Context: an optimization exercise on an open-source flow, tuned for small area. The choices shown serve that exercise and are no tape-out recipe.
No run shown here included a check of the RTL's function; only the layout flow was run.

## flow/design.v (module list and top-level ports; edited modules follow where they fit)
// module cordic_sin_cos: 2141 lines
// module cordic_dds: 173 lines
module cordic_dds (
  input             clk,
  input             rst_n,
  input             cfg_vld,
  input      [31:0] cfg_freq_word,
  input      [31:0] cfg_phase_word,
  output reg        sig_vld_o,
  output     [15:0] sin_o,
  output     [15:0] cos_o
);
  // ...
==> flow/flow/run.sh <==
#!/bin/bash
# Layout flow: the standard ORFS flow (standard.sh), with these changes:
#  - clock tree synthesis uses clkbuf_4 buffers in clusters of at most 10 sinks within
#    50 um, and inserts no dummy loads;
#  - the port buffers are buf_1 cells.
# Everything else (floorplan, power grid, tap cells, placement, routing, repair) is the
# standard flow. The full output of the ORFS run goes to standard.log in this work
# folder, and each ORFS step keeps its own log under orfs/logs/.
set -o pipefail
bash standard.sh \
  SYNTH_ARGS=-noabc \
  "CTS_ARGS=-sink_clustering_enable -repair_clock_nets -dont_use_dummy_load -buf_list sky130_fd_sc_hd__clkbuf_4 -sink_clustering_size 9 -sink_clustering_max_diameter 45" \
  "BUFFER_PORTS_ARGS=-buffer_cell sky130_fd_sc_hd__buf_1" \
  finish > standard.log 2>&1
==> flow/standard.sh <==
#!/bin/bash
# synth_recipe.tcl (not shown) runs the flow's synth.tcl, then flattens the netlist and writes it again
# the make line also repeats each setting of config.mk as NAME=value (left out here)
make -C /OpenROAD-flow-scripts/flow DESIGN_CONFIG=/design/flow/config.mk WORK_HOME=/design/flow/orfs CLKGATE_MAP_FILE= SYNTH_SCRIPT=/design/flow/synth_recipe.tcl "${@:-finish}"
==> flow/config.mk <==
export PLATFORM = sky130hd
export DESIGN_NAME = cordic_dds
export DESIGN_NICKNAME = cordic_dds
export VERILOG_FILES = /design/flow/design.v
export SDC_FILE = /design/flow/constraint.sdc
export NUM_CORES = 4
export LEC_CHECK = 0
export ABC_AREA = 1
export CAP_MARGIN = 20
export CORE_MARGIN = 2
export CORE_UTILIZATION = 60
export SLEW_MARGIN = 20
==> flow/constraint.sdc <==
create_clock -name core_clock -period 5.0 [get_ports {clk}]
set_input_delay 1.0000 -clock core_clock [delete_from_list [all_inputs] [get_ports {clk}]]
set_output_delay 1.0000 -clock core_clock [all_outputs]
set_load 0.01 [all_outputs]
==> results.py, run 1 <==
metrics = {
    "worst_setup_path": {
        "cp_slowest_stage_delay_ns": 0.42,
        "cp.arrival_ns": 5.46,
        "cp_top_family": "adder cells",
        "worst-path-stages": 19,
    },
    "final_layout": {
        "final_nets": 4314,
        "layout.nonclk_buf_share_pct": 2.034,
        "nFillCells": 4854,
        "antenna_cells": 3,
        "regArea_sq_mm": 0.01493,
        "dominant_cells": "multi-input combinational cells",
        "nMultiInputCombCells": 2534,
    },
    "place": {
        "dp_hpwl_microns": 60300,
        "placed_area_sq_mm": 0.03741,
    },
    "floorplanning": {
        "die_w_microns": 249.2,
        "die_y_microns": 249.2,
    },
    "run_status": {
        "status": "finished clean",
    },
    "detailed_routing": {
        "drt_iter0_drc": 1233,
    },
    "clock_tree": {
        "clkTransAtPathRegs_ns": 0.09,
        "cts_max_level": 3,
        "hold_buffers": 0,
        "cts_buffers": 98,
        "cts_max_path_buffers": 3,
        "cts_tree": "yes",
        "clock_sinks": 727,
    },
    "min_path": {
        "min-delay-start": "u_cordic.d_2_r5$_DFF_P_",
        "worstHoldPathType": "reg2reg",
    },
    "global_route": {
        "grt_max_degree": 76,
        "grt_pass1_vias": 25497,
    },
    "logic_synthesis": {
        "synth_seq_area_share_pct": 41.36,
        "synth.area.mux_share_pct": 0.4302,
        "synth_top_family_by_area": "adder cells",
        "yosys.area_share.adder_pct": 18.26,
        "netlist_top_cells_area": "dfxtp_1, fa_1, xor2_1",
    },
    "run": {
        "drv_cap": 0,
    },
    "sta": {
        "tightest_slew_ns": 0.9568,
        "hold_violations": 0,
    },
}
==> inputs of run 2 (changes only) <==
--- a/flow/design.v
+++ b/flow/design.v
@@ -507,58 +507,149 @@
   assign zn_10_p1[2] = zn_10_p1[1] & zn_10_s1[1];
   assign zn_10_p1[3] = zn_10_p1[2] & zn_10_s1[2];
   assign zn_10[9:7] = zn_10_s1 ^ (zn_10_p1[2:0] & {3{zn_10_c0}});
   reg [9:0] z_10;
   reg zp_10;
   always @(posedge clk) zp_10 <= ~zn_10[9];
   reg d_10_r11;
   always @(posedge clk) begin z_10 <= zn_10[9:0]; d_10_r11 <= z_9[10]; end
+  wire [8:0] zn_11;
+  wire [7:0] zn_11_k0;
+  wire [6:0] zn_11_s0;
+  assign zn_11_k0[0] = zp_10;
+  assign zn_11_s0[0] = z_10[0] ^ z_10[9] ^ zn_11_k0[0];
+  assign zn_11_k0[1] = (z_10[0] & z_10[9]) | (zn_11_k0[0] & (z_10[0] ^ z_10[9]));
+  assign zn_11_s0[1] = z_10[1] ^ z_10[9] ^ zn_11_k0[1];
+  assign zn_11_k0[2] = (z_10[1] & z_10[9]) | (zn_11_k0[1] & (z_10[1] ^ z_10[9]));
+  assign zn_11_s0[2] = z_10[2] ^ zp_10 ^ zn_11_k0[2];
+  assign zn_11_k0[3] = (z_10[2] & zp_10) | (zn_11_k0[2] & (z_10[2] ^ zp_10));
+  assign zn_11_s0[3] = z_10[3] ^ zp_10 ^ zn_11_k0[3];
+  assign zn_11_k0[4] = (z_10[3] & zp_10) | (zn_11_k0[3] & (z_10[3] ^ zp_10));
+  assign zn_11_s0[4] = z_10[4] ^ zp_10 ^ zn_11_k0[4];
+  assign zn_11_k0[5] = (z_10[4] & zp_10) | (zn_11_k0[4] & (z_10[4] ^ zp_10));
+  assign zn_11_s0[5] = z_10[5] ^ z_10[9] ^ zn_11_k0[5];
+  assign zn_11_k0[6] = (z_10[5] & z_10[9]) | (zn_11_k0[5] & (z_10[5] ^ z_10[9]));
+  assign zn_11_s0[6] = z_10[6] ^ zp_10 ^ zn_11_k0[6];
+  assign zn_11_k0[7] = (z_10[6] & zp_10) | (zn_11_k0[6] & (z_10[6] ^ zp_10));
+  assign zn_11[6:0] = zn_11_s0;
+  wire zn_11_c0 = zn_11_k0[7];
+  wire [2:0] zn_11_k1;
+  wire [1:0] zn_11_s1;
+  assign zn_11_k1[0] = 1'b0;
+  assign zn_11_s1[0] = z_10[7] ^ z_10[9] ^ zn_11_k1[0];
+  assign zn_11_k1[1] = (z_10[7] & z_10[9]) | (zn_11_k1[0] & (z_10[7] ^ z_10[9]));
+  assign zn_11_s1[1] = z_10[8] ^ zp_10 ^ zn_11_k1[1];
+  assign zn_11_k1[2] = (z_10[8] & zp_10) | (zn_11_k1[1] & (z_10[8] ^ zp_10));
+  wire [2:0] zn_11_p1;
+  assign zn_11_p1[0] = 1'b1;
+  assign zn_11_p1[1] = zn_11_p1[0] & zn_11_s1[0];
+  assign zn_11_p1[2] = zn_11_p1[1] & zn_11_s1[1];
+  assign zn_11[8:7] = zn_11_s1 ^ (zn_11_p1[1:0] & {2{zn_11_c0}});
+  reg [8:0] z_11;
+  reg zp_11;
+  always @(posedge clk) zp_11 <= ~zn_11[8];
   reg d_11_r12;
-  always @(posedge clk) d_11_r12 <= z_10[9];
-  reg d_12_r12;
-  always @(posedge clk) d_12_r12 <= (z_10[9] ? (z_10[8] ? (z_10[7] ? 1'b0 : (z_10[6] ? (z_10[5] ? 1'b0 : (z_10[4] ? (z_10[3] ? (z_10[2] ? (z_10[1] ? 1'b0 : (z_10[0] ? 1'b0 : 1'b1)) : 1'b1) : 1'b1) : 1'b1)) : 1'b1)) : 1'b1) : (z_10[8] ? 1'b0 : (z_10[7] ? (z_10[6] ? 1'b0 : (z_10[5] ? (z_10[4] ? 1'b0 : (z_10[3] ? 1'b0 : (z_10[2] ? 1'b0 : (z_10[1] ? (z_10[0] ? 1'b0 : 1'b1) : 1'b1)))) : 1'b1)) : 1'b1)));
+  always @(posedge clk) begin z_11 <= zn_11[8:0]; d_11_r12 <= z_10[9]; end
+  wire [7:0] zn_12;
+  wire [7:0] zn_12_k0;
+  wire [6:0] zn_12_s0;
+  assign zn_12_k0[0] = zp_11;
+  assign zn_12_s0[0] = z_11[0] ^ z_11[8] ^ zn_12_k0[0];
+  assign zn_12_k0[1] = (z_11[0] & z_11[8]) | (zn_12_k0[0] & (z_11[0] ^ z_11[8]));
+  assign zn_12_s0[1] = z_11[1] ^ zp_11 ^ zn_12_k0[1];
+  assign zn_12_k0[2] = (z_11[1] & zp_11) | (zn_12_k0[1] & (z_11[1] ^ zp_11));
+  assign zn_12_s0[2] = z_11[2] ^ zp_11 ^ zn_12_k0[2];
+  assign zn_12_k0[3] = (z_11[2] & zp_11) | (zn_12_k0[2] & (z_11[2] ^ zp_11));
+  assign zn_12_s0[3] = z_11[3] ^ zp_11 ^ zn_12_k0[3];
+  assign zn_12_k0[4] = (z_11[3] & zp_11) | (zn_12_k0[3] & (z_11[3] ^ zp_11));
+  assign zn_12_s0[4] = z_11[4] ^ z_11[8] ^ zn_12_k0[4];
+  assign zn_12_k0[5] = (z_11[4] & z_11[8]) | (zn_12_k0[4] & (z_11[4] ^ z_11[8]));
+  assign zn_12_s0[5] = z_11[5] ^ zp_11 ^ zn_12_k0[5];
+  assign zn_12_k0[6] = (z_11[5] & zp_11) | (zn_12_k0[5] & (z_11[5] ^ zp_11));
+  assign zn_12_s0[6] = z_11[6] ^ z_11[8] ^ zn_12_k0[6];
+  assign zn_12_k0[7] = (z_11[6] & z_11[8]) | (zn_12_k0[6] & (z_11[6] ^ z_11[8]));
+  assign zn_12[6:0] = zn_12_s0;
+  wire zn_12_c0 = zn_12_k0[7];
+  wire [1:0] zn_12_k1;
+  wire [0:0] zn_12_s1;
+  assign zn_12_k1[0] = 1'b0;
+  assign zn_12_s1[0] = z_11[7] ^ zp_11 ^ zn_12_k1[0];
+  assign zn_12_k1[1] = (z_11[7] & zp_11) | (zn_12_k1[0] & (z_11[7] ^ zp_11));
+  wire [1:0] zn_12_p1;
+  assign zn_12_p1[0] = 1'b1;
+  assign zn_12_p1[1] = zn_12_p1[0] & zn_12_s1[0];
+  assign zn_12[7:7] = zn_12_s1 ^ (zn_12_p1[0:0] & {1{zn_12_c0}});
+  reg [7:0] z_12;
+  reg zp_12;
+  always @(posedge clk) zp_12 <= ~zn_12[7];
   reg d_12_r13;
-  always @(posedge clk) d_12_r13 <= d_12_r12;
-  reg d_13_r12;
-  always @(posedge clk) d_13_r12 <= (z_10[9] ? (z_10[8] ? (z_10[7] ? (z_10[6] ? 1'b0 : (z_10[5] ? (z_10[4] ? 1'b0 : (z_10[3] ? (z_10[2] ? (z_10[1] ? 1'b0 : 1'b1) : 1'b1) : 1'b1)) : 1'b1)) : (z_10[6] ? (z_10[5] ? 1'b1 : (z_10[4] ? (z_10[3] ? (z_10[2] ? (z_10[1] ? 1'b1 : (z_10[0] ? 1'b1 : 1'b0)) : 1'b0) : 1'b0) : 1'b0)) : (z_10[5] ? 1'b0 : (z_10[4] ? 1'b0 : (z_10[3] ? (z_10[2] ? 1'b0 : 1'b1) : 1'b1))))) : 1'b1) : (z_10[8] ? 1'b0 : (z_10[7] ? (z_10[6] ? (z_10[5] ? (z_10[4] ? (z_10[3] ? 1'b0 : (z_10[2] ? 1'b0 : 1'b1)) : 1'b1) : 1'b1) : (z_10[5] ? (z_10[4] ? 1'b1 : (z_10[3] ? 1'b1 : (z_10[2] ? 1'b1 : (z_10[1] ? (z_10[0] ? 1'b1 : 1'b0) : 1'b0)))) : 1'b0)) : (z_10[6] ? (z_10[5] ? 1'b0 : (z_10[4] ? (z_10[3] ? 1'b0 : (z_10[2] ? 1'b0 : (z_10[1] ? 1'b0 : 1'b1))) : 1'b1)) : 1'b1))));
-  reg d_13_r13;
-  always @(posedge clk) d_13_r13 <= d_13_r12;
+  always @(posedge clk) begin z_12 <= zn_12[7:0]; d_12_r13 <= z_11[8]; end
+  wire [6:0] zn_13;
+  wire [7:0] zn_13_k0;
+  wire [6:0] zn_13_s0;
+  assign zn_13_k0[0] = zp_12;
+  assign zn_13_s0[0] = z_12[0] ^ z_12[7] ^ zn_13_k0[0];
+  assign zn_13_k0[1] = (z_12[0] & z_12[7]) | (zn_13_k0[0] & (z_12[0] ^ z_12[7]));
+  assign zn_13_s0[1] = z_12[1] ^ zp_12 ^ zn_13_k0[1];
+  assign zn_13_k0[2] = (z_12[1] & zp_12) | (zn_13_k0[1] & (z_12[1] ^ zp_12));
+  assign zn_13_s0[2] = z_12[2] ^ zp_12 ^ zn_13_k0[2];
+  assign zn_13_k0[3] = (z_12[2] & zp_12) | (zn_13_k0[2] & (z_12[2] ^ zp_12));
+  assign zn_13_s0[3] = z_12[3] ^ z_12[7] ^ zn_13_k0[3];
+  assign zn_13_k0[4] = (z_12[3] & z_12[7]) | (zn_13_k0[3] & (z_12[3] ^ z_12[7]));
+  assign zn_13_s0[4] = z_12[4] ^ zp_12 ^ zn_13_k0[4];
+  assign zn_13_k0[5] = (z_12[4] & zp_12) | (zn_13_k0[4] & (z_12[4] ^ zp_12));
+  assign zn_13_s0[5] = z_12[5] ^ z_12[7] ^ zn_13_k0[5];
+  assign zn_13_k0[6] = (z_12[5] & z_12[7]) | (zn_13_k0[5] & (z_12[5] ^ z_12[7]));
+  assign zn_13_s0[6] = z_12[6] ^ zp_12 ^ zn_13_k0[6];
+  assign zn_13_k0[7] = (z_12[6] & zp_12) | (zn_13_k0[6] & (z_12[6] ^ zp_12));
+  assign zn_13[6:0] = zn_13_s0;
+  reg [6:1] z_13;
+  reg zp_13;
+  always @(posedge clk) zp_13 <= ~zn_13[6];
   reg d_13_r14;
-  always @(posedge clk) d_13_r14 <= d_13_r13;
-  reg d_14_r12;
-  always @(posedge clk) d_14_r12 <= (z_10[9] ? (z_10[8] ? (z_10[7] ? (z_10[6] ? (z_10[5] ? 1'b0 : (z_10[4] ? (z_10[3] ? 1'b0 : (z_10[2] ? (z_10[1] ? (z_10[0] ? 1'b0 : 1'b1) : 1'b1) : 1'b1)) : 1'b1)) : (z_10[5] ? (z_10[4] ? 1'b1 : (z_10[3] ? (z_10[2] ? (z_10[1] ? 1'b1 : 1'b0) : 1'b0) : 1'b0)) : (z_10[4] ? 1'b0 : (z_10[3] ? 1'b0 : (z_10[2] ? (z_10[1] ? 1'b0 : (z_10[0] ? 1'b0 : 1'b1)) : 1'b1))))) : (z_10[6] ? (z_10[5] ? 1'b1 : (z_10[4] ? (z_10[3] ? (z_10[2] ? (z_10[1] ? 1'b1 : (z_10[0] ? 1'b1 : 1'b0)) : 1'b0) : 1'b0) : 1'b0)) : (z_10[5] ? (z_10[4] ? (z_10[3] ? 1'b0 : (z_10[2] ? (z_10[1] ? 1'b0 : (z_10[0] ? 1'b0 : 1'b1)) : 1'b1)) : 1'b1) : (z_10[4] ? 1'b1 : (z_10[3] ? (z_10[2] ? 1'b1 : 1'b0) : 1'b0))))) : (z_10[7] ? (z_10[6] ? (z_10[5] ? (z_10[4] ? 1'b0 : (z_10[3] ? 1'b0 : (z_10[2] ? 1'b0 : (z_10[1] ? (z_10[0] ? 1'b0 : 1'b1) : 1'b1)))) : 1'b1) : 1'b1) : 1'b1)) : (z_10[8] ? (z_10[7] ? 1'b0 : (z_10[6] ? 1'b0 : (z_10[5] ? 1'b0 : (z_10[4] ? (z_10[3] ? (z_10[2] ? (z_10[1] ? 1'b0 : (z_10[0] ? 1'b0 : 1'b1)) : 1'b1) : 1'b1) : 1'b1)))) : (z_10[7] ? (z_10[6] ? (z_10[5] ? (z_10[4] ? (z_10[3] ? 1'b1 : (z_10[2] ? 1'b1 : 1'b0)) : 1'b0) : (z_10[4] ? 1'b0 : (z_10[3] ? (z_10[2] ? 1'b0 : (z_10[1] ? (z_10[0] ? 1'b0 : 1'b1) : 1'b1)) : 1'b1))) : (z_10[5] ? (z_10[4] ? 1'b1 : (z_10[3] ? 1'b1 : (z_10[2] ? 1'b1 : (z_10[1] ? (z_10[0] ? 1'b1 : 1'b0) : 1'b0)))) : 1'b0)) : (z_10[6] ? (z_10[5] ? (z_10[4] ? (z_10[3] ? (z_10[2] ? 1'b0 : (z_10[1] ? (z_10[0] ? 1'b0 : 1'b1) : 1'b1)) : 1'b1) : 1'b1) : (z_10[4] ? (z_10[3] ? 1'b1 : (z_10[2] ? 1'b1 : (z_10[1] ? 1'b1 : 1'b0))) : 1'b0)) : (z_10[5] ? (z_10[4] ? 1'b0 : (z_10[3] ? (z_10[2] ? 1'b0 : (z_10[1] ? 1'b0 : (z_10[0] ? 1'b0 : 1'b1))) : 1'b1)) : 1'b1)))));
-  reg d_14_r13;
-  always @(posedge clk) d_14_r13 <= d_14_r12;
-  reg d_14_r14;
-  always @(posedge clk) d_14_r14 <= d_14_r13;
+  always @(posedge clk) begin z_13 <= zn_13[6:1]; d_13_r14 <= z_12[7]; end
+  wire [4:0] zn_14;
+  wire [5:0] zn_14_k0;
+  wire [4:0] zn_14_s0;
+  assign zn_14_k0[0] = zp_13;
+  assign zn_14_s0[0] = z_13[1] ^ zp_13 ^ zn_14_k0[0];
+  assign zn_14_k0[1] = (z_13[1] & zp_13) | (zn_14_k0[0] & (z_13[1] ^ zp_13));
+  assign zn_14_s0[1] = z_13[2] ^ z_13[6] ^ zn_14_k0[1];
+  assign zn_14_k0[2] = (z_13[2] & z_13[6]) | (zn_14_k0[1] & (z_13[2] ^ z_13[6]));
+  assign zn_14_s0[2] = z_13[3] ^ zp_13 ^ zn_14_k0[2];
+  assign zn_14_k0[3] = (z_13[3] & zp_13) | (zn_14_k0[2] & (z_13[3] ^ zp_13));
+  assign zn_14_s0[3] = z_13[4] ^ z_13[6] ^ zn_14_k0[3];
+  assign zn_14_k0[4] = (z_13[4] & z_13[6]) | (zn_14_k0[3] & (z_13[4] ^ z_13[6]));
+  assign zn_14_s0[4] = z_13[5] ^ zp_13 ^ zn_14_k0[4];
+  assign zn_14_k0[5] = (z_13[5] & zp_13) | (zn_14_k0[4] & (z_13[5] ^ zp_13));
+  assign zn_14[4:0] = zn_14_s0;
+  reg [5:1] z_14;
+  reg zp_14;
+  always @(posedge clk) zp_14 <= ~zn_14[4];
   reg d_14_r15;
-  always @(posedge clk) d_14_r15 <= d_14_r14;
-  reg d_15_r12;
-  always @(posedge clk) d_15_r12 <= (z_10[9] ? (z_10[8] ? (z_10[7] ? (z_10[6] ? (z_10[5] ? (z_10[4] ? 1'b0 : (z_10[3] ? (z_10[2] ? 1'b0 : (z_10[1] ? (z_10[0] ? 1'b0 : 1'b1) : 1'b1)) : 1'b1)) : (z_10[4] ? (z_10[3] ? 1'b1 : (z_10[2] ? (z_10[1] ? (z_10[0] ? 1'b1 : 1'b0) : 1'b0) : 1'b0)) : (z_10[3] ? 1'b0 : (z_10[2] ? 1'b0 : (z_10[1] ? (z_10[0] ? 1'b0 : 1'b1) : 1'b1))))) : (z_10[5] ? (z_10[4] ? 1'b1 : (z_10[3] ? (z_10[2] ? (z_10[1] ? 1'b1 : 1'b0) : 1'b0) : 1'b0)) : (z_10[4] ? (z_10[3] ? (z_10[2] ? 1'b0 : (z_10[1] ? 1'b0 : (z_10[0] ? 1'b0 : 1'b1))) : 1'b1) : (z_10[3] ? 1'b1 : (z_10[2] ? (z_10[1] ? 1'b1 : (z_10[0] ? 1'b1 : 1'b0)) : 1'b0))))) : (z_10[6] ? (z_10[5] ? (z_10[4] ? (z_10[3] ? 1'b0 : (z_10[2] ? 1'b0 : (z_10[1] ? 1'b0 : (z_10[0] ? 1'b0 : 1'b1)))) : 1'b1) : (z_10[4] ? (z_10[3] ? (z_10[2] ? (z_10[1] ? 1'b1 : (z_10[0] ? 1'b1 : 1'b0)) : 1'b0) : 1'b0) : (z_10[3] ? (z_10[2] ? 1'b0 : (z_10[1] ? 1'b0 : (z_10[0] ? 1'b0 : 1'b1))) : 1'b1))) : (z_10[5] ? (z_10[4] ? (z_10[3] ? 1'b1 : (z_10[2] ? (z_10[1] ? 1'b1 : (z_10[0] ? 1'b1 : 1'b0)) : 1'b0)) : (z_10[3] ? 1'b0 : (z_10[2] ? 1'b0 : (z_10[1] ? 1'b0 : (z_10[0] ? 1'b0 : 1'b1))))) : (z_10[4] ? 1'b1 : (z_10[3] ? (z_10[2] ? 1'b1 : 1'b0) : 1'b0))))) : (z_10[7] ? (z_10[6] ? (z_10[5] ? (z_10[4] ? (z_10[3] ? 1'b0 : (z_10[2] ? (z_10[1] ? (z_10[0] ? 1'b0 : 1'b1) : 1'b1) : 1'b1)) : (z_10[3] ? 1'b1 : (z_10[2] ? 1'b1 : (z_10[1] ? (z_10[0] ? 1'b1 : 1'b0) : 1'b0)))) : (z_10[4] ? 1'b0 : (z_10[3] ? (z_10[2] ? (z_10[1] ? (z_10[0] ? 1'b0 : 1'b1) : 1'b1) : 1'b1) : 1'b1))) : 1'b1) : 1'b1)) : (z_10[8] ? (z_10[7] ? 1'b0 : (z_10[6] ? 1'b0 : (z_10[5] ? (z_10[4] ? (z_10[3] ? 1'b0 : (z_10[2] ? 1'b0 : (z_10[1] ? 1'b0 : (z_10[0] ? 1'b0 : 1'b1)))) : 1'b1) : (z_10[4] ? (z_10[3] ? (z_10[2] ? (z_10[1] ? 1'b1 : (z_10[0] ? 1'b1 : 1'b0)) : 1'b0) : 1'b0) : (z_10[3] ? (z_10[2] ? 1'b0 : (z_10[1] ? 1'b0 : (z_10[0] ? 1'b0 : 1'b1))) : 1'b1))))) : (z_10[7] ? (z_10[6] ? (z_10[5] ? (z_10[4] ? (z_10[3] ? 1'b1 : (z_10[2] ? 1'b1 : 1'b0)) : 1'b0) : (z_10[4] ? (z_10[3] ? (z_10[2] ? (z_10[1] ? (z_10[0] ? 1'b0 : 1'b1) : 1'b1) : 1'b1) : 1'b1) : (z_10[3] ? (z_10[2] ? 1'b1 : (z_10[1] ? (z_10[0] ? 1'b1 : 1'b0) : 1'b0)) : 1'b0))) : (z_10[5] ? (z_10[4] ? (z_10[3] ? 1'b0 : (z_10[2] ? (z_10[1] ? (z_10[0] ? 1'b0 : 1'b1) : 1'b1) : 1'b1)) : (z_10[3] ? 1'b1 : (z_10[2] ? 1'b1 : (z_10[1] ? (z_10[0] ? 1'b1 : 1'b0) : 1'b0)))) : (z_10[4] ? 1'b0 : (z_10[3] ? (z_10[2] ? (z_10[1] ? (z_10[0] ? 1'b0 : 1'b1) : 1'b1) : 1'b1) : 1'b1)))) : (z_10[6] ? (z_10[5] ? (z_10[4] ? (z_10[3] ? (z_10[2] ? 1'b1 : (z_10[1] ? (z_10[0] ? 1'b1 : 1'b0) : 1'b0)) : 1'b0) : (z_10[3] ? 1'b0 : (z_10[2] ? (z_10[1] ? (z_10[0] ? 1'b0 : 1'b1) : 1'b1) : 1'b1))) : (z_10[4] ? (z_10[3] ? 1'b1 : (z_10[2] ? 1'b1 : (z_10[1] ? 1'b1 : 1'b0))) : 1'b0)) : (z_10[5] ? (z_10[4] ? (z_10[3] ? (z_10[2] ? (z_10[1] ? 1'b0 : (z_10[0] ? 1'b0 : 1'b1)) : 1'b1) : 1'b1) : (z_10[3] ? (z_10[2] ? 1'b1 : (z_10[1] ? 1'b1 : (z_10[0] ? 1'b1 : 1'b0))) : 1'b0)) : (z_10[4] ? (z_10[3] ? 1'b0 : (z_10[2] ? (z_10[1] ? 1'b0 : (z_10[0] ? 1'b0 : 1'b1)) : 1'b1)) : 1'b1))))));
-  reg d_15_r13;
-  always @(posedge clk) d_15_r13 <= d_15_r12;
-  reg d_15_r14;
-  always @(posedge clk) d_15_r14 <= d_15_r13;
-  reg d_15_r15;
-  always @(posedge clk) d_15_r15 <= d_15_r14;
+  always @(posedge clk) begin z_14 <= zn_14[4:0]; d_14_r15 <= z_13[6]; end
+  wire [3:0] zn_15;
+  wire [4:0] zn_15_k0;
+  wire [3:0] zn_15_s0;
+  assign zn_15_k0[0] = zp_14;
+  assign zn_15_s0[0] = z_14[1] ^ z_14[5] ^ zn_15_k0[0];
+  assign zn_15_k0[1] = (z_14[1] & z_14[5]) | (zn_15_k0[0] & (z_14[1] ^ z_14[5]));
+  assign zn_15_s0[1] = z_14[2] ^ zp_14 ^ zn_15_k0[1];
+  assign zn_15_k0[2] = (z_14[2] & zp_14) | (zn_15_k0[1] & (z_14[2] ^ zp_14));
+  assign zn_15_s0[2] = z_14[3] ^ z_14[5] ^ zn_15_k0[2];
+  assign zn_15_k0[3] = (z_14[3] & z_14[5]) | (zn_15_k0[2] & (z_14[3] ^ z_14[5]));
+  assign zn_15_s0[3] = z_14[4] ^ zp_14 ^ zn_15_k0[3];
+  assign zn_15_k0[4] = (z_14[4] & zp_14) | (zn_15_k0[3] & (z_14[4] ^ zp_14));
+  assign zn_15[3:0] = zn_15_s0;
+  reg [4:4] z_15;
   reg d_15_r16;
-  always @(posedge clk) d_15_r16 <= d_15_r15;
-  reg d_16_r12;
-  always @(posedge clk) d_16_r12 <= (z_10[9] ? (z_10[8] ? (z_10[7] ? (z_10[6] ? (z_10[5] ? (z_10[4] ? (z_10[3] ? 1'b0 : (z_10[2] ? (z_10[1] ? 1'b0 : (z_10[0] ? 1'b0 : 1'b1)) : 1'b1)) : (z_10[3] ? (z_10[2] ? 1'b1 : (z_10[1] ? (z_10[0] ? 1'b1 : 1'b0) : 1'b0)) : (z_10[2] ? 1'b0 : (z_10[1] ? 1'b0 : (z_10[0] ? 1'b0 : 1'b1))))) : (z_10[4] ? (z_10[3] ? 1'b1 : (z_10[2] ? (z_10[1] ? (z_10[0] ? 1'b1 : 1'b0) : 1'b0) : 1'b0)) : (z_10[3] ? (z_10[2] ? (z_10[1] ? 1'b0 : (z_10[0] ? 1'b0 : 1'b1)) : 1'b1) : (z_10[2] ? 1'b1 : (z_10[1] ? (z_10[0] ? 1'b1 : 1'b0) : 1'b0))))) : (z_10[5] ? (z_10[4] ? (z_10[3] ? (z_10[2] ? 1'b0 : (z_10[1] ? 1'b0 : (z_10[0] ? 1'b0 : 1'b1))) : 1'b1) : (z_10[3] ? (z_10[2] ? (z_10[1] ? 1'b1 : 1'b0) : 1'b0) : (z_10[2] ? 1'b0 : (z_10[1] ? (z_10[0] ? 1'b0 : 1'b1) : 1'b1)))) : (z_10[4] ? (z_10[3] ? (z_10[2] ? 1'b1 : (z_10[1] ? 1'b1 : (z_10[0] ? 1'b1 : 1'b0))) : 1'b0) : (z_10[3] ? (z_10[2] ? (z_10[1] ? (z_10[0] ? 1'b0 : 1'b1) : 1'b1) : 1'b1) : (z_10[2] ? (z_10[1] ? 1'b1 : (z_10[0] ? 1'b1 : 1'b0)) : 1'b0))))) : (z_10[6] ? (z_10[5] ? (z_10[4] ? (z_10[3] ? (z_10[2] ? 1'b0 : (z_10[1] ? (z_10[0] ? 1'b0 : 1'b1) : 1'b1)) : (z_10[2] ? 1'b1 : (z_10[1] ? 1'b1 : (z_10[0] ? 1'b1 : 1'b0)))) : (z_10[3] ? 1'b0 : (z_10[2] ? (z_10[1] ? (z_10[0] ? 1'b0 : 1'b1) : 1'b1) : 1'b1))) : (z_10[4] ? (z_10[3] ? (z_10[2] ? (z_10[1] ? 1'b1 : (z_10[0] ? 1'b1 : 1'b0)) : 1'b0) : (z_10[2] ? 1'b0 : (z_10[1] ? (z_10[0] ? 1'b0 : 1'b1) : 1'b1))) : (z_10[3] ? (z_10[2] ? 1'b1 : (z_10[1] ? 1'b1 : (z_10[0] ? 1'b1 : 1'b0))) : 1'b0))) : (z_10[5] ? (z_10[4] ? (z_10[3] ? (z_10[2] ? (z_10[1] ? (z_10[0] ? 1'b0 : 1'b1) : 1'b1) : 1'b1) : (z_10[2] ? (z_10[1] ? 1'b1 : (z_10[0] ? 1'b1 : 1'b0)) : 1'b0)) : (z_10[3] ? (z_10[2] ? 1'b0 : (z_10[1] ? (z_10[0] ? 1'b0 : 1'b1) : 1'b1)) : (z_10[2] ? 1'b1 : (z_10[1] ? 1'b1 : (z_10[0] ? 1'b1 : 1'b0))))) : (z_10[4] ? (z_10[3] ? 1'b0 : (z_10[2] ? (z_10[1] ? (z_10[0] ? 1'b0 : 1'b1) : 1'b1) : 1'b1)) : (z_10[3] ? (z_10[2] ? 1'b1 : 1'b0) : (z_10[2] ? 1'b0 : (z_10[1] ? 1'b0 : (z_10[0] ? 1'b0 : 1'b1)))))))) : (z_10[7] ? (z_10[6] ? (z_10[5] ? (z_10[4] ? (z_10[3] ? 1'b1 : (z_10[2] ? (z_10[1] ? (z_10[0] ? 1'b1 : 1'b0) : 1'b0) : 1'b0)) : (z_10[3] ? (z_10[2] ? (z_10[1] ? 1'b0 : (z_10[0] ? 1'b0 : 1'b1)) : 1'b1) : (z_10[2] ? 1'b1 : (z_10[1] ? (z_10[0] ? 1'b1 : 1'b0) : 1'b0)))) : (z_10[4] ? (z_10[3] ? (z_10[2] ? 1'b0 : (z_10[1] ? 1'b0 : (z_10[0] ? 1'b0 : 1'b1))) : 1'b1) : (z_10[3] ? (z_10[2] ? (z_10[1] ? (z_10[0] ? 1'b1 : 1'b0) : 1'b0) : 1'b0) : (z_10[2] ? (z_10[1] ? 1'b0 : (z_10[0] ? 1'b0 : 1'b1)) : 1'b1)))) : 1'b1) : 1'b1)) : (z_10[8] ? (z_10[7] ? 1'b0 : (z_10[6] ? 1'b0 : (z_10[5] ? (z_10[4] ? (z_10[3] ? (z_10[2] ? 1'b0 : (z_10[1] ? (z_10[0] ? 1'b0 : 1'b1) : 1'b1)) : (z_10[2] ? 1'b1 : (z_10[1] ? 1'b1 : (z_10[0] ? 1'b1 : 1'b0)))) : (z_10[3] ? 1'b0 : (z_10[2] ? (z_10[1] ? (z_10[0] ? 1'b0 : 1'b1) : 1'b1) : 1'b1))) : (z_10[4] ? (z_10[3] ? (z_10[2] ? (z_10[1] ? 1'b1 : (z_10[0] ? 1'b1 : 1'b0)) : 1'b0) : (z_10[2] ? 1'b0 : (z_10[1] ? (z_10[0] ? 1'b0 : 1'b1) : 1'b1))) : (z_10[3] ? (z_10[2] ? 1'b1 : (z_10[1] ? 1'b1 : (z_10[0] ? 1'b1 : 1'b0))) : 1'b0))))) : (z_10[7] ? (z_10[6] ? (z_10[5] ? (z_10[4] ? (z_10[3] ? (z_10[2] ? (z_10[1] ? (z_10[0] ? 1'b0 : 1'b1) : 1'b1) : 1'b1) : (z_10[2] ? 1'b1 : 1'b0)) : (z_10[3] ? (z_10[2] ? 1'b0 : (z_10[1] ? 1'b0 : (z_10[0] ? 1'b0 : 1'b1))) : 1'b1)) : (z_10[4] ? (z_10[3] ? (z_10[2] ? (z_10[1] ? (z_10[0] ? 1'b1 : 1'b0) : 1'b0) : 1'b0) : (z_10[2] ? (z_10[1] ? 1'b0 : (z_10[0] ? 1'b0 : 1'b1)) : 1'b1)) : (z_10[3] ? (z_10[2] ? 1'b1 : (z_10[1] ? (z_10[0] ? 1'b1 : 1'b0) : 1'b0)) : (z_10[2] ? 1'b0 : (z_10[1] ? 1'b0 : (z_10[0] ? 1'b0 : 1'b1)))))) : (z_10[5] ? (z_10[4] ? (z_10[3] ? 1'b1 : (z_10[2] ? (z_10[1] ? (z_10[0] ? 1'b1 : 1'b0) : 1'b0) : 1'b0)) : (z_10[3] ? (z_10[2] ? (z_10[1] ? 1'b0 : (z_10[0] ? 1'b0 : 1'b1)) : 1'b1) : (z_10[2] ? 1'b1 : (z_10[1] ? (z_10[0] ? 1'b1 : 1'b0) : 1'b0)))) : (z_10[4] ? (z_10[3] ? (z_10[2] ? 1'b0 : (z_10[1] ? 1'b0 : (z_10[0] ? 1'b0 : 1'b1))) : 1'b1) : (z_10[3] ? (z_10[2] ? (z_10[1] ? (z_10[0] ? 1'b1 : 1'b0) : 1'b0) : 1'b0) : (z_10[2] ? (z_10[1] ? 1'b0 : (z_10[0] ? 1'b0 : 1'b1)) : 1'b1))))) : (z_10[6] ? (z_10[5] ? (z_10[4] ? (z_10[3] ? (z_10[2] ? 1'b1 : (z_10[1] ? (z_10[0] ? 1'b1 : 1'b0) : 1'b0)) : (z_10[2] ? 1'b0 : (z_10[1] ? 1'b0 : (z_10[0] ? 1'b0 : 1'b1)))) : (z_10[3] ? 1'b1 : (z_10[2] ? (z_10[1] ? (z_10[0] ? 1'b1 : 1'b0) : 1'b0) : 1'b0))) : (z_10[4] ? (z_10[3] ? (z_10[2] ? (z_10[1] ? 1'b0 : (z_10[0] ? 1'b0 : 1'b1)) : 1'b1) : (z_10[2] ? 1'b1 : (z_10[1] ? 1'b1 : 1'b0))) : (z_10[3] ? 1'b0 : (z_10[2] ? (z_10[1] ? (z_10[0] ? 1'b0 : 1'b1) : 1'b1) : 1'b1)))) : (z_10[5] ? (z_10[4] ? (z_10[3] ? (z_10[2] ? (z_10[1] ? 1'b1 : (z_10[0] ? 1'b1 : 1'b0)) : 1'b0) : (z_10[2] ? 1'b0 : (z_10[1] ? (z_10[0] ? 1'b0 : 1'b1) : 1'b1))) : (z_10[3] ? (z_10[2] ? 1'b1 : (z_10[1] ? 1'b1 : (z_10[0] ? 1'b1 : 1'b0))) : 1'b0)) : (z_10[4] ? (z_10[3] ? (z_10[2] ? (z_10[1] ? (z_10[0] ? 1'b0 : 1'b1) : 1'b1) : 1'b1) : (z_10[2] ? (z_10[1] ? 1'b1 : (z_10[0] ? 1'b1 : 1'b0)) : 1'b0)) : (z_10[3] ? (z_10[2] ? 1'b0 : (z_10[1] ? (z_10[0] ? 1'b0 : 1'b1) : 1'b1)) : 1'b1)))))));
-  reg d_16_r13;
-  always @(posedge clk) d_16_r13 <= d_16_r12;
-  reg d_16_r14;
-  always @(posedge clk) d_16_r14 <= d_16_r13;
-  reg d_16_r15;
-  always @(posedge clk) d_16_r15 <= d_16_r14;
-  reg d_16_r16;
-  always @(posedge clk) d_16_r16 <= d_16_r15;
+  always @(posedge clk) begin z_15 <= zn_15[3:3]; d_15_r16 <= z_14[5]; end
   reg d_16_r17;
-  always @(posedge clk) d_16_r17 <= d_16_r16;
+  always @(posedge clk) d_16_r17 <= z_15[4];
   reg s_r2;
   always @(posedge clk) s_r2 <= s_r1;
   reg s_r3;
   always @(posedge clk) s_r3 <= s_r2;
   reg s_r4;
   always @(posedge clk) s_r4 <= s_r3;
   reg s_r5;
   always @(posedge clk) s_r5 <= s_r4;
@@ -2148,146 +2239,129 @@
   output reg        sig_vld_o,
   output     [15:0] sin_o,
   output     [15:0] cos_o
 );
   reg [31:0] phase_accum;
   reg [31:0] add_freq_wd;
   reg [4:0]  pro_cnt;
   wire [31:0] acc_sum;
-  wire [5:0] acc_sum_k0;
-  wire [4:0] acc_sum_s0;
+  wire [8:0] acc_sum_k0;
+  wire [7:0] acc_sum_s0;
   assign acc_sum_k0[0] = 1'b0;
   assign acc_sum_s0[0] = phase_accum[0] ^ add_freq_wd[0] ^ acc_sum_k0[0];
   assign acc_sum_k0[1] = (phase_accum[0] & add_freq_wd[0]) | (acc_sum_k0[0] & (phase_accum[0] ^ add_freq_wd[0]));
   assign acc_sum_s0[1] = phase_accum[1] ^ add_freq_wd[1] ^ acc_sum_k0[1];
   assign acc_sum_k0[2] = (phase_accum[1] & add_freq_wd[1]) | (acc_sum_k0[1] & (phase_accum[1] ^ add_freq_wd[1]));
   assign acc_sum_s0[2] = phase_accum[2] ^ add_freq_wd[2] ^ acc_sum_k0[2];
   assign acc_sum_k0[3] = (phase_accum[2] & add_freq_wd[2]) | (acc_sum_k0[2] & (phase_accum[2] ^ add_freq_wd[2]));
   assign acc_sum_s0[3] = phase_accum[3] ^ add_freq_wd[3] ^ acc_sum_k0[3];
   assign acc_sum_k0[4] = (phase_accum[3] & add_freq_wd[3]) | (acc_sum_k0[3] & (phase_accum[3] ^ add_freq_wd[3]));
   assign acc_sum_s0[4] = phase_accum[4] ^ add_freq_wd[4] ^ acc_sum_k0[4];
   assign acc_sum_k0[5] = (phase_accum[4] & add_freq_wd[4]) | (acc_sum_k0[4] & (phase_accum[4] ^ add_freq_wd[4]));
-  assign acc_sum[4:0] = acc_sum_s0;
-  wire acc_sum_c0 = acc_sum_k0[5];
-  wire [5:0] acc_sum_k1;
-  wire [4:0] acc_sum_s1;
+  assign acc_sum_s0[5] = phase_accum[5] ^ add_freq_wd[5] ^ acc_sum_k0[5];
+  assign acc_sum_k0[6] = (phase_accum[5] & add_freq_wd[5]) | (acc_sum_k0[5] & (phase_accum[5] ^ add_freq_wd[5]));
+  assign acc_sum_s0[6] = phase_accum[6] ^ add_freq_wd[6] ^ acc_sum_k0[6];
+  assign acc_sum_k0[7] = (phase_accum[6] & add_freq_wd[6]) | (acc_sum_k0[6] & (phase_accum[6] ^ add_freq_wd[6]));
+  assign acc_sum_s0[7] = phase_accum[7] ^ add_freq_wd[7] ^ acc_sum_k0[7];
+  assign acc_sum_k0[8] = (phase_accum[7] & add_freq_wd[7]) | (acc_sum_k0[7] & (phase_accum[7] ^ add_freq_wd[7]));
+  assign acc_sum[7:0] = acc_sum_s0;
+  wire acc_sum_c0 = acc_sum_k0[8];
+  wire [8:0] acc_sum_k1;
+  wire [7:0] acc_sum_s1;
   assign acc_sum_k1[0] = 1'b0;
-  assign acc_sum_s1[0] = phase_accum[5] ^ add_freq_wd[5] ^ acc_sum_k1[0];
-  assign acc_sum_k1[1] = (phase_accum[5] & add_freq_wd[5]) | (acc_sum_k1[0] & (phase_accum[5] ^ add_freq_wd[5]));
-  assign acc_sum_s1[1] = phase_accum[6] ^ add_freq_wd[6] ^ acc_sum_k1[1];
-  assign acc_sum_k1[2] = (phase_accum[6] & add_freq_wd[6]) | (acc_sum_k1[1] & (phase_accum[6] ^ add_freq_wd[6]));
-  assign acc_sum_s1[2] = phase_accum[7] ^ add_freq_wd[7] ^ acc_sum_k1[2];
-  assign acc_sum_k1[3] = (phase_accum[7] & add_freq_wd[7]) | (acc_sum_k1[2] & (phase_accum[7] ^ add_freq_wd[7]));
-  assign acc_sum_s1[3] = phase_accum[8] ^ add_freq_wd[8] ^ acc_sum_k1[3];
-  assign acc_sum_k1[4] = (phase_accum[8] & add_freq_wd[8]) | (acc_sum_k1[3] & (phase_accum[8] ^ add_freq_wd[8]));
-  assign acc_sum_s1[4] = phase_accum[9] ^ add_freq_wd[9] ^ acc_sum_k1[4];
-  assign acc_sum_k1[5] = (phase_accum[9] & add_freq_wd[9]) | (acc_sum_k1[4] & (phase_accum[9] ^ add_freq_wd[9]));
-  wire [5:0] acc_sum_p1;
+  assign acc_sum_s1[0] = phase_accum[8] ^ add_freq_wd[8] ^ acc_sum_k1[0];
+  assign acc_sum_k1[1] = (phase_accum[8] & add_freq_wd[8]) | (acc_sum_k1[0] & (phase_accum[8] ^ add_freq_wd[8]));
+  assign acc_sum_s1[1] = phase_accum[9] ^ add_freq_wd[9] ^ acc_sum_k1[1];
+  assign acc_sum_k1[2] = (phase_accum[9] & add_freq_wd[9]) | (acc_sum_k1[1] & (phase_accum[9] ^ add_freq_wd[9]));
+  assign acc_sum_s1[2] = phase_accum[10] ^ add_freq_wd[10] ^ acc_sum_k1[2];
+  assign acc_sum_k1[3] = (phase_accum[10] & add_freq_wd[10]) | (acc_sum_k1[2] & (phase_accum[10] ^ add_freq_wd[10]));
+  assign acc_sum_s1[3] = phase_accum[11] ^ add_freq_wd[11] ^ acc_sum_k1[3];
+  assign acc_sum_k1[4] = (phase_accum[11] & add_freq_wd[11]) | (acc_sum_k1[3] & (phase_accum[11] ^ add_freq_wd[11]));
+  assign acc_sum_s1[4] = phase_accum[12] ^ add_freq_wd[12] ^ acc_sum_k1[4];
+  assign acc_sum_k1[5] = (phase_accum[12] & add_freq_wd[12]) | (acc_sum_k1[4] & (phase_accum[12] ^ add_freq_wd[12]));
+  assign acc_sum_s1[5] = phase_accum[13] ^ add_freq_wd[13] ^ acc_sum_k1[5];
+  assign acc_sum_k1[6] = (phase_accum[13] & add_freq_wd[13]) | (acc_sum_k1[5] & (phase_accum[13] ^ add_freq_wd[13]));
+  assign acc_sum_s1[6] = phase_accum[14] ^ add_freq_wd[14] ^ acc_sum_k1[6];
+  assign acc_sum_k1[7] = (phase_accum[14] & add_freq_wd[14]) | (acc_sum_k1[6] & (phase_accum[14] ^ add_freq_wd[14]));
+  assign acc_sum_s1[7] = phase_accum[15] ^ add_freq_wd[15] ^ acc_sum_k1[7];
+  assign acc_sum_k1[8] = (phase_accum[15] & add_freq_wd[15]) | (acc_sum_k1[7] & (phase_accum[15] ^ add_freq_wd[15]));
+  wire [8:0] acc_sum_p1;
   assign acc_sum_p1[0] = 1'b1;
   assign acc_sum_p1[1] = acc_sum_p1[0] & acc_sum_s1[0];
   assign acc_sum_p1[2] = acc_sum_p1[1] & acc_sum_s1[1];
   assign acc_sum_p1[3] = acc_sum_p1[2] & acc_sum_s1[2];
   assign acc_sum_p1[4] = acc_sum_p1[3] & acc_sum_s1[3];
   assign acc_sum_p1[5] = acc_sum_p1[4] & acc_sum_s1[4];
-  assign acc_sum[9:5] = acc_sum_s1 ^ (acc_sum_p1[4:0] & {5{acc_sum_c0}});
-  wire acc_sum_c1 = acc_sum_k1[5] | (acc_sum_c0 & acc_sum_p1[5]);
-  wire [5:0] acc_sum_k2;
-  wire [4:0] acc_sum_s2;
+  assign acc_sum_p1[6] = acc_sum_p1[5] & acc_sum_s1[5];
+  assign acc_sum_p1[7] = acc_sum_p1[6] & acc_sum_s1[6];
+  assign acc_sum_p1[8] = acc_sum_p1[7] & acc_sum_s1[7];
+  assign acc_sum[15:8] = acc_sum_s1 ^ (acc_sum_p1[7:0] & {8{acc_sum_c0}});
+  wire acc_sum_c1 = acc_sum_k1[8] | (acc_sum_c0 & acc_sum_p1[8]);
+  wire [8:0] acc_sum_k2;
+  wire [7:0] acc_sum_s2;
   assign acc_sum_k2[0] = 1'b0;
-  assign acc_sum_s2[0] = phase_accum[10] ^ add_freq_wd[10] ^ acc_sum_k2[0];
-  assign acc_sum_k2[1] = (phase_accum[10] & add_freq_wd[10]) | (acc_sum_k2[0] & (phase_accum[10] ^ add_freq_wd[10]));
-  assign acc_sum_s2[1] = phase_accum[11] ^ add_freq_wd[11] ^ acc_sum_k2[1];
-  assign acc_sum_k2[2] = (phase_accum[11] & add_freq_wd[11]) | (acc_sum_k2[1] & (phase_accum[11] ^ add_freq_wd[11]));
-  assign acc_sum_s2[2] = phase_accum[12] ^ add_freq_wd[12] ^ acc_sum_k2[2];
-  assign acc_sum_k2[3] = (phase_accum[12] & add_freq_wd[12]) | (acc_sum_k2[2] & (phase_accum[12] ^ add_freq_wd[12]));
-  assign acc_sum_s2[3] = phase_accum[13] ^ add_freq_wd[13] ^ acc_sum_k2[3];
-  assign acc_sum_k2[4] = (phase_accum[13] & add_freq_wd[13]) | (acc_sum_k2[3] & (phase_accum[13] ^ add_freq_wd[13]));
-  assign acc_sum_s2[4] = phase_accum[14] ^ add_freq_wd[14] ^ acc_sum_k2[4];
-  assign acc_sum_k2[5] = (phase_accum[14] & add_freq_wd[14]) | (acc_sum_k2[4] & (phase_accum[14] ^ add_freq_wd[14]));
-  wire [5:0] acc_sum_p2;
+  assign acc_sum_s2[0] = phase_accum[16] ^ add_freq_wd[16] ^ acc_sum_k2[0];
+  assign acc_sum_k2[1] = (phase_accum[16] & add_freq_wd[16]) | (acc_sum_k2[0] & (phase_accum[16] ^ add_freq_wd[16]));
+  assign acc_sum_s2[1] = phase_accum[17] ^ add_freq_wd[17] ^ acc_sum_k2[1];
+  assign acc_sum_k2[2] = (phase_accum[17] & add_freq_wd[17]) | (acc_sum_k2[1] & (phase_accum[17] ^ add_freq_wd[17]));
+  assign acc_sum_s2[2] = phase_accum[18] ^ add_freq_wd[18] ^ acc_sum_k2[2];
+  assign acc_sum_k2[3] = (phase_accum[18] & add_freq_wd[18]) | (acc_sum_k2[2] & (phase_accum[18] ^ add_freq_wd[18]));
+  assign acc_sum_s2[3] = phase_accum[19] ^ add_freq_wd[19] ^ acc_sum_k2[3];
+  assign acc_sum_k2[4] = (phase_accum[19] & add_freq_wd[19]) | (acc_sum_k2[3] & (phase_accum[19] ^ add_freq_wd[19]));
+  assign acc_sum_s2[4] = phase_accum[20] ^ add_freq_wd[20] ^ acc_sum_k2[4];
+  assign acc_sum_k2[5] = (phase_accum[20] & add_freq_wd[20]) | (acc_sum_k2[4] & (phase_accum[20] ^ add_freq_wd[20]));
+  assign acc_sum_s2[5] = phase_accum[21] ^ add_freq_wd[21] ^ acc_sum_k2[5];
+  assign acc_sum_k2[6] = (phase_accum[21] & add_freq_wd[21]) | (acc_sum_k2[5] & (phase_accum[21] ^ add_freq_wd[21]));
+  assign acc_sum_s2[6] = phase_accum[22] ^ add_freq_wd[22] ^ acc_sum_k2[6];
+  assign acc_sum_k2[7] = (phase_accum[22] & add_freq_wd[22]) | (acc_sum_k2[6] & (phase_accum[22] ^ add_freq_wd[22]));
+  assign acc_sum_s2[7] = phase_accum[23] ^ add_freq_wd[23] ^ acc_sum_k2[7];
+  assign acc_sum_k2[8] = (phase_accum[23] & add_freq_wd[23]) | (acc_sum_k2[7] & (phase_accum[23] ^ add_freq_wd[23]));
+  wire [8:0] acc_sum_p2;
   assign acc_sum_p2[0] = 1'b1;
   assign acc_sum_p2[1] = acc_sum_p2[0] & acc_sum_s2[0];
   assign acc_sum_p2[2] = acc_sum_p2[1] & acc_sum_s2[1];
   assign acc_sum_p2[3] = acc_sum_p2[2] & acc_sum_s2[2];
   assign acc_sum_p2[4] = acc_sum_p2[3] & acc_sum_s2[3];
   assign acc_sum_p2[5] = acc_sum_p2[4] & acc_sum_s2[4];
-  assign acc_sum[14:10] = acc_sum_s2 ^ (acc_sum_p2[4:0] & {5{acc_sum_c1}});
-  wire acc_sum_c2 = acc_sum_k2[5] | (acc_sum_c1 & acc_sum_p2[5]);
-  wire [5:0] acc_sum_k3;
-  wire [4:0] acc_sum_s3;
+  assign acc_sum_p2[6] = acc_sum_p2[5] & acc_sum_s2[5];
+  assign acc_sum_p2[7] = acc_sum_p2[6] & acc_sum_s2[6];
+  assign acc_sum_p2[8] = acc_sum_p2[7] & acc_sum_s2[7];
+  assign acc_sum[23:16] = acc_sum_s2 ^ (acc_sum_p2[7:0] & {8{acc_sum_c1}});
+  wire acc_sum_c2 = acc_sum_k2[8] | (acc_sum_c1 & acc_sum_p2[8]);
+  wire [8:0] acc_sum_k3;
+  wire [7:0] acc_sum_s3;
   assign acc_sum_k3[0] = 1'b0;
-  assign acc_sum_s3[0] = phase_accum[15] ^ add_freq_wd[15] ^ acc_sum_k3[0];
-  assign acc_sum_k3[1] = (phase_accum[15] & add_freq_wd[15]) | (acc_sum_k3[0] & (phase_accum[15] ^ add_freq_wd[15]));
-  assign acc_sum_s3[1] = phase_accum[16] ^ add_freq_wd[16] ^ acc_sum_k3[1];
-  assign acc_sum_k3[2] = (phase_accum[16] & add_freq_wd[16]) | (acc_sum_k3[1] & (phase_accum[16] ^ add_freq_wd[16]));
-  assign acc_sum_s3[2] = phase_accum[17] ^ add_freq_wd[17] ^ acc_sum_k3[2];
-  assign acc_sum_k3[3] = (phase_accum[17] & add_freq_wd[17]) | (acc_sum_k3[2] & (phase_accum[17] ^ add_freq_wd[17]));
-  assign acc_sum_s3[3] = phase_accum[18] ^ add_freq_wd[18] ^ acc_sum_k3[3];
-  assign acc_sum_k3[4] = (phase_accum[18] & add_freq_wd[18]) | (acc_sum_k3[3] & (phase_accum[18] ^ add_freq_wd[18]));
-  assign acc_sum_s3[4] = phase_accum[19] ^ add_freq_wd[19] ^ acc_sum_k3[4];
-  assign acc_sum_k3[5] = (phase_accum[19] & add_freq_wd[19]) | (acc_sum_k3[4] & (phase_accum[19] ^ add_freq_wd[19]));
-  wire [5:0] acc_sum_p3;
+  assign acc_sum_s3[0] = phase_accum[24] ^ add_freq_wd[24] ^ acc_sum_k3[0];
+  assign acc_sum_k3[1] = (phase_accum[24] & add_freq_wd[24]) | (acc_sum_k3[0] & (phase_accum[24] ^ add_freq_wd[24]));
+  assign acc_sum_s3[1] = phase_accum[25] ^ add_freq_wd[25] ^ acc_sum_k3[1];
+  assign acc_sum_k3[2] = (phase_accum[25] & add_freq_wd[25]) | (acc_sum_k3[1] & (phase_accum[25] ^ add_freq_wd[25]));
+  assign acc_sum_s3[2] = phase_accum[26] ^ add_freq_wd[26] ^ acc_sum_k3[2];
+  assign acc_sum_k3[3] = (phase_accum[26] & add_freq_wd[26]) | (acc_sum_k3[2] & (phase_accum[26] ^ add_freq_wd[26]));
+  assign acc_sum_s3[3] = phase_accum[27] ^ add_freq_wd[27] ^ acc_sum_k3[3];
+  assign acc_sum_k3[4] = (phase_accum[27] & add_freq_wd[27]) | (acc_sum_k3[3] & (phase_accum[27] ^ add_freq_wd[27]));
+  assign acc_sum_s3[4] = phase_accum[28] ^ add_freq_wd[28] ^ acc_sum_k3[4];
+  assign acc_sum_k3[5] = (phase_accum[28] & add_freq_wd[28]) | (acc_sum_k3[4] & (phase_accum[28] ^ add_freq_wd[28]));
+  assign acc_sum_s3[5] = phase_accum[29] ^ add_freq_wd[29] ^ acc_sum_k3[5];
+  assign acc_sum_k3[6] = (phase_accum[29] & add_freq_wd[29]) | (acc_sum_k3[5] & (phase_accum[29] ^ add_freq_wd[29]));
+  assign acc_sum_s3[6] = phase_accum[30] ^ add_freq_wd[30] ^ acc_sum_k3[6];
+  assign acc_sum_k3[7] = (phase_accum[30] & add_freq_wd[30]) | (acc_sum_k3[6] & (phase_accum[30] ^ add_freq_wd[30]));
+  assign acc_sum_s3[7] = phase_accum[31] ^ add_freq_wd[31] ^ acc_sum_k3[7];
+  assign acc_sum_k3[8] = (phase_accum[31] & add_freq_wd[31]) | (acc_sum_k3[7] & (phase_accum[31] ^ add_freq_wd[31]));
+  wire [8:0] acc_sum_p3;
   assign acc_sum_p3[0] = 1'b1;
   assign acc_sum_p3[1] = acc_sum_p3[0] & acc_sum_s3[0];
   assign acc_sum_p3[2] = acc_sum_p3[1] & acc_sum_s3[1];
   assign acc_sum_p3[3] = acc_sum_p3[2] & acc_sum_s3[2];
   assign acc_sum_p3[4] = acc_sum_p3[3] & acc_sum_s3[3];
   assign acc_sum_p3[5] = acc_sum_p3[4] & acc_sum_s3[4];
-  assign acc_sum[19:15] = acc_sum_s3 ^ (acc_sum_p3[4:0] & {5{acc_sum_c2}});
-  wire acc_sum_c3 = acc_sum_k3[5] | (acc_sum_c2 & acc_sum_p3[5]);
-  wire [6:0] acc_sum_k4;
-  wire [5:0] acc_sum_s4;
-  assign acc_sum_k4[0] = 1'b0;
-  assign acc_sum_s4[0] = phase_accum[20] ^ add_freq_wd[20] ^ acc_sum_k4[0];
-  assign acc_sum_k4[1] = (phase_accum[20] & add_freq_wd[20]) | (acc_sum_k4[0] & (phase_accum[20] ^ add_freq_wd[20]));
-  assign acc_sum_s4[1] = phase_accum[21] ^ add_freq_wd[21] ^ acc_sum_k4[1];
-  assign acc_sum_k4[2] = (phase_accum[21] & add_freq_wd[21]) | (acc_sum_k4[1] & (phase_accum[21] ^ add_freq_wd[21]));
-  assign acc_sum_s4[2] = phase_accum[22] ^ add_freq_wd[22] ^ acc_sum_k4[2];
-  assign acc_sum_k4[3] = (phase_accum[22] & add_freq_wd[22]) | (acc_sum_k4[2] & (phase_accum[22] ^ add_freq_wd[22]));
-  assign acc_sum_s4[3] = phase_accum[23] ^ add_freq_wd[23] ^ acc_sum_k4[3];
-  assign acc_sum_k4[4] = (phase_accum[23] & add_freq_wd[23]) | (acc_sum_k4[3] & (phase_accum[23] ^ add_freq_wd[23]));
-  assign acc_sum_s4[4] = phase_accum[24] ^ add_freq_wd[24] ^ acc_sum_k4[4];
-  assign acc_sum_k4[5] = (phase_accum[24] & add_freq_wd[24]) | (acc_sum_k4[4] & (phase_accum[24] ^ add_freq_wd[24]));
-  assign acc_sum_s4[5] = phase_accum[25] ^ add_freq_wd[25] ^ acc_sum_k4[5];
-  assign acc_sum_k4[6] = (phase_accum[25] & add_freq_wd[25]) | (acc_sum_k4[5] & (phase_accum[25] ^ add_freq_wd[25]));
-  wire [6:0] acc_sum_p4;
-  assign acc_sum_p4[0] = 1'b1;
-  assign acc_sum_p4[1] = acc_sum_p4[0] & acc_sum_s4[0];
-  assign acc_sum_p4[2] = acc_sum_p4[1] & acc_sum_s4[1];
-  assign acc_sum_p4[3] = acc_sum_p4[2] & acc_sum_s4[2];
-  assign acc_sum_p4[4] = acc_sum_p4[3] & acc_sum_s4[3];
-  assign acc_sum_p4[5] = acc_sum_p4[4] & acc_sum_s4[4];
-  assign acc_sum_p4[6] = acc_sum_p4[5] & acc_sum_s4[5];
-  assign acc_sum[25:20] = acc_sum_s4 ^ (acc_sum_p4[5:0] & {6{acc_sum_c3}});
-  wire acc_sum_c4 = acc_sum_k4[6] | (acc_sum_c3 & acc_sum_p4[6]);
-  wire [6:0] acc_sum_k5;
-  wire [5:0] acc_sum_s5;
-  assign acc_sum_k5[0] = 1'b0;
-  assign acc_sum_s5[0] = phase_accum[26] ^ add_freq_wd[26] ^ acc_sum_k5[0];
-  assign acc_sum_k5[1] = (phase_accum[26] & add_freq_wd[26]) | (acc_sum_k5[0] & (phase_accum[26] ^ add_freq_wd[26]));
-  assign acc_sum_s5[1] = phase_accum[27] ^ add_freq_wd[27] ^ acc_sum_k5[1];
-  assign acc_sum_k5[2] = (phase_accum[27] & add_freq_wd[27]) | (acc_sum_k5[1] & (phase_accum[27] ^ add_freq_wd[27]));
-  assign acc_sum_s5[2] = phase_accum[28] ^ add_freq_wd[28] ^ acc_sum_k5[2];
-  assign acc_sum_k5[3] = (phase_accum[28] & add_freq_wd[28]) | (acc_sum_k5[2] & (phase_accum[28] ^ add_freq_wd[28]));
-  assign acc_sum_s5[3] = phase_accum[29] ^ add_freq_wd[29] ^ acc_sum_k5[3];
-  assign acc_sum_k5[4] = (phase_accum[29] & add_freq_wd[29]) | (acc_sum_k5[3] & (phase_accum[29] ^ add_freq_wd[29]));
-  assign acc_sum_s5[4] = phase_accum[30] ^ add_freq_wd[30] ^ acc_sum_k5[4];
-  assign acc_sum_k5[5] = (phase_accum[30] & add_freq_wd[30]) | (acc_sum_k5[4] & (phase_accum[30] ^ add_freq_wd[30]));
-  assign acc_sum_s5[5] = phase_accum[31] ^ add_freq_wd[31] ^ acc_sum_k5[5];
-  assign acc_sum_k5[6] = (phase_accum[31] & add_freq_wd[31]) | (acc_sum_k5[5] & (phase_accum[31] ^ add_freq_wd[31]));
-  wire [6:0] acc_sum_p5;
-  assign acc_sum_p5[0] = 1'b1;
-  assign acc_sum_p5[1] = acc_sum_p5[0] & acc_sum_s5[0];
-  assign acc_sum_p5[2] = acc_sum_p5[1] & acc_sum_s5[1];
-  assign acc_sum_p5[3] = acc_sum_p5[2] & acc_sum_s5[2];
-  assign acc_sum_p5[4] = acc_sum_p5[3] & acc_sum_s5[3];
-  assign acc_sum_p5[5] = acc_sum_p5[4] & acc_sum_s5[4];
-  assign acc_sum_p5[6] = acc_sum_p5[5] & acc_sum_s5[5];
-  assign acc_sum[31:26] = acc_sum_s5 ^ (acc_sum_p5[5:0] & {6{acc_sum_c4}});
+  assign acc_sum_p3[6] = acc_sum_p3[5] & acc_sum_s3[5];
+  assign acc_sum_p3[7] = acc_sum_p3[6] & acc_sum_s3[6];
+  assign acc_sum_p3[8] = acc_sum_p3[7] & acc_sum_s3[7];
+  assign acc_sum[31:24] = acc_sum_s3 ^ (acc_sum_p3[7:0] & {8{acc_sum_c2}});
   always @(posedge clk or negedge rst_n) begin
     if (!rst_n) begin
       phase_accum <= 32'd0;
       add_freq_wd <= 32'h006D3A06;
     end else if (cfg_vld) begin
       phase_accum <= cfg_phase_word;
       add_freq_wd <= cfg_freq_word;
     end else begin
==> flow/flow/run.sh (replaced) <==
#!/bin/bash
# Layout flow: the standard ORFS flow (standard.sh), with these changes:
#  - clock tree synthesis uses clkbuf_4 buffers in clusters of at most 10 sinks within
#    50 um, and inserts no dummy loads;
#  - the port buffers are buf_1 cells.
# Everything else (floorplan, power grid, tap cells, placement, routing, repair) is the
# standard flow. The full output of the ORFS run goes to standard.log in this work
# folder, and each ORFS step keeps its own log under orfs/logs/.
set -o pipefail
bash standard.sh \
  SYNTH_ARGS=-noabc \
  "CTS_ARGS=-sink_clustering_enable -repair_clock_nets -dont_use_dummy_load -buf_list sky130_fd_sc_hd__clkbuf_4 -sink_clustering_size 10 -sink_clustering_max_diameter 50" \
  "BUFFER_PORTS_ARGS=-buffer_cell sky130_fd_sc_hd__buf_1" \
  finish > standard.log 2>&1
==> flow/config.mk (replaced) <==
export PLATFORM = sky130hd
export DESIGN_NAME = cordic_dds
export DESIGN_NICKNAME = cordic_dds
export VERILOG_FILES = /design/flow/design.v
export SDC_FILE = /design/flow/constraint.sdc
export NUM_CORES = 4
export LEC_CHECK = 0
export ABC_AREA = 1
export CAP_MARGIN = 20
export CORE_MARGIN = 2
export CORE_UTILIZATION = 65
export SLEW_MARGIN = 20
==> run 2 against run 1 <==
- core utilization increased by 5.2 points
- clock skew decreased by 0.0099 ns
- count of clock-buffer cells in the layout decreased by 7
- first-iteration DRC count increased by 9.2%
- area after synthesis increased by 0.85%
- die area decreased by 6.8%
- design area increased by 0.73%
- register-to-register slack got worse by 0.12 ns
- hold slack improved by 0.0092 ns
- critical path type unchanged
==> results.py, run 2 <==
metrics = {
    "place": {
        "placed_area_sq_mm": 0.03770,
        "gp_congestion": 0.9232,
        "dp_slack_ns": -0.04447,
        "io_buffer_count": 99,
        "dp_hpwl_microns": 59230,
    },
    "sta": {
        "setup_ws_ns": 0.1385,
        "tightest_slew_ns": 0.9834,
        "relSlewSlack_pct": 33.88,
        "fmaxAchievable_ghz": 0.2057,
        "slew_viol_final": 0,
        "hold_violations": 0,
        "setup_viol_count_final": 0,
    },
    "logic_synthesis": {
        "synth_seq_cells": 746,
        "synth_seq_area_share_pct": 42.06,
        "ys_types": 69,
        "synth_ff_type": "dfxtp_1",
        "synth_common_cells": "dfxtp_1, nand2_1, xor2_1",
        "synth_top_area_share_pct": 37.21,
        "async_flop_share_pct": 9.383,
        "yosys_warnings": 2,
        "synth.avg_cell_area_sq_um": 10.07,
        "netlist_top_cells_area": "dfxtp_1, fa_1, xor2_1",
    },
    "floorplanning": {
        "die_y_microns": 240.6,
        "ios": 100,
        "die_w_microns": 240.6,
        "core_sq_mm": 0.05520,
        "rows": 86,
        "die_area_sq_mm": 0.05786,
    },
    "clock_tree": {
        "hold_buffers": 0,
        "cts_max_path_buffers": 3,
        "cts_root_buf": "clkbuf_4",
        "cts_max_level": 3,
        "cts_buffers": 91,
        "clock_sinks": 746,
        "cts_tree": "yes",
        "clkTransAtPathRegs_ns": 0.11,
        "clock_latency_ns": 0.86,
    },
    "run_status": {
        "status": "finished clean",
    },
    "worst_setup_path": {
        "crit_path_max_fanout": 3,
        "crit_path_end_kind": "flop",
        "cp.arrival_ns": 5.61,
        "cpMaxStageDelayCell": "fa_1",
        "cp_slowest_stage_delay_ns": 0.47,
        "startpoint_type": "flop",
    },
    "final_layout": {
        "final_nets": 4237,
        "syn_to_final_growth_pct": 5.965,
        "most-common-layout-cells": "dfxtp_1, nand2_1, xor2_1, inv_1, fa_1",
        "final_util_pct": 69.82,
        "layout_commonest_cell": "dfxtp_1",
        "design_area_sq_mm": 0.03854,
        "drive_gt1_share_pct": 8.718,
    },
    "detailed_routing": {
        "vias": 23804,
        "wl_per_cell_microns": 16.60,
        "first_pass_iters": 5,
        "drt_iter0_drc": 1346,
    },
    "global_route": {
        "antenna_found_initial": 2,
        "grt_pass1_wl_microns": 122400,
        "globalRouteOverflowTotal": 0,
        "grt.total_usage_pct": 26.84,
        "grt_pass1_vias": 25177,
        "grt_max_degree": 77,
    },
    "min_path": {
        "worstHoldPathType": "reg2reg",
    },
    "run": {
        "drv_cap": 0,
    },
}
[run 2: cell types whose count changed in the layout (fill, tap and decap cells not counted), sizes merged, moves of 7 or more]
cell,previous run,this run
inv,368,348
dfxtp,657,676
nand3,150,137
o21ai,177,154
nor2,244,237
nand2,696,627
nor3,22,15
clkbuf,99,92
fa,269,293
[run 2: worst paths after layout]
check / from / endpoint / slack [ns] / cells after the start
worst max-delay path: u_cordic.z_2[0]$_DFF_P_ / u_cordic.z_3[15]$_DFF_P_ / 0.14 / 19
worst min-delay path: u_cordic.z_0[1]$_DFF_P_ / u_cordic.z_1[1]$_DFF_P_ / 0.20 / 0
worst max register to register: u_cordic.z_2[0]$_DFF_P_ / u_cordic.z_3[15]$_DFF_P_ / 0.14 / 19
worst min register to register: u_cordic.z_0[1]$_DFF_P_ / u_cordic.z_1[1]$_DFF_P_ / 0.20 / 0
max in group asynchronous: rst_n / phase_accum[18]$_DFF_PN0_ / 3.97 / 2
min in group asynchronous: rst_n / phase_accum[5]$_DFF_PN0_ / 0.38 / 2
[run 2: repair_timing]
| action | in CTS | in global routing |
|---|---|---|
| setup endpoints to repair | 4 | 34 |
| pin swaps | 0 | 3 |
| resized for setup | 3 | 30 |
| setup buffers | 0 | 1 |
| gates cloned | 0 | 0 |
[run 2: metal layers]
metal  up-vias  wire [microns]  share of wire (%)  track usage (%)
met5         -               0                  0                0
met4         0            2863                3.8            10.75
met3       200            3561                4.7            4.781
met2       564           38670                 51            48.64
met1     11420           30020                 40            31.50
li1      11620               -                  -                -
[run 2: logic make-up after synthesis]
group / after synthesis / share of synthesized area (%)
AO/OA/AOI/OAI: 334 / 5.704
XOR/XNOR: 607 / 14.62
adder cells (fa/ha/maj): 394 / 19.60
buffers and inverters: 430 / 4.589
flip-flops: 746 / 42.06
multiplexers: 16 / 0.4851
AND/OR/NAND/NOR: 1085 / 12.94
[run 2: area by class of cell]
type / count / area [sq um]
Antenna cell: 4 / 10.01
Clock buffer: 91 / 683.2
Fill cell: 4175 / 16660
Inverter: 352 / 1328
Multi-Input combinational cell: 2436 / 19490
Sequential cell: 746 / 15310
Tap cell: 748 / 935.9
Timing Repair Buffer: 149 / 782.0
[run 2: critical path, delay by kind of cell (launching register included)]
family / cells / cell delay [ns]
fa+ha+maj: 9 / 3.26
simple gates: 5 / 0.73
xor+xnor: 1 / 0.13
compound gates: 1 / 0.09
flops: 1 / 0.36
buf+inv: 3 / 0.18
[run 2: stage by stage]
stage	hold slack [ns]	setup TNS, ns
after CTS	0.1922	0
after global routing	0.2041	-0.2301
final	0.2011	0
after global placement	0.3123	0
after floorplan	0.3096	-0.06285
after detailed placement	0.3121	-0.1049

[static timing again, ports no longer ideal]
No port has a modelled driver above. Below, the same layouts with a new extraction and two added sets of constraints.
Step 1 (the two cells are an assumption about what drives the block):
set clk [get_ports {clk}]
set_driving_cell -lib_cell sky130_fd_sc_hd__clkbuf_16 $clk
set_driving_cell -lib_cell sky130_fd_sc_hd__buf_2 [delete_from_list [all_inputs] $clk]
Step 2 times the ports against the registers' clock, not the clock port: input delays grow and output delays shrink by t, the midpoint of the rising clock arrivals with the driver on.
Slacks: no drivers / after step 1 / after step 2; pairs: no drivers / after step 1.
run	shift t [ns]	slack for setup (ns)	hold WS [ns]
run 1	0.849	0.255 / 0.255 / 0.255	0.192 / 0.192 / 0.192
run 2	0.865	0.139 / 0.139 / 0.139	0.201 / 0.201 / 0.201
After both steps setup and hold are still met in every run listed.
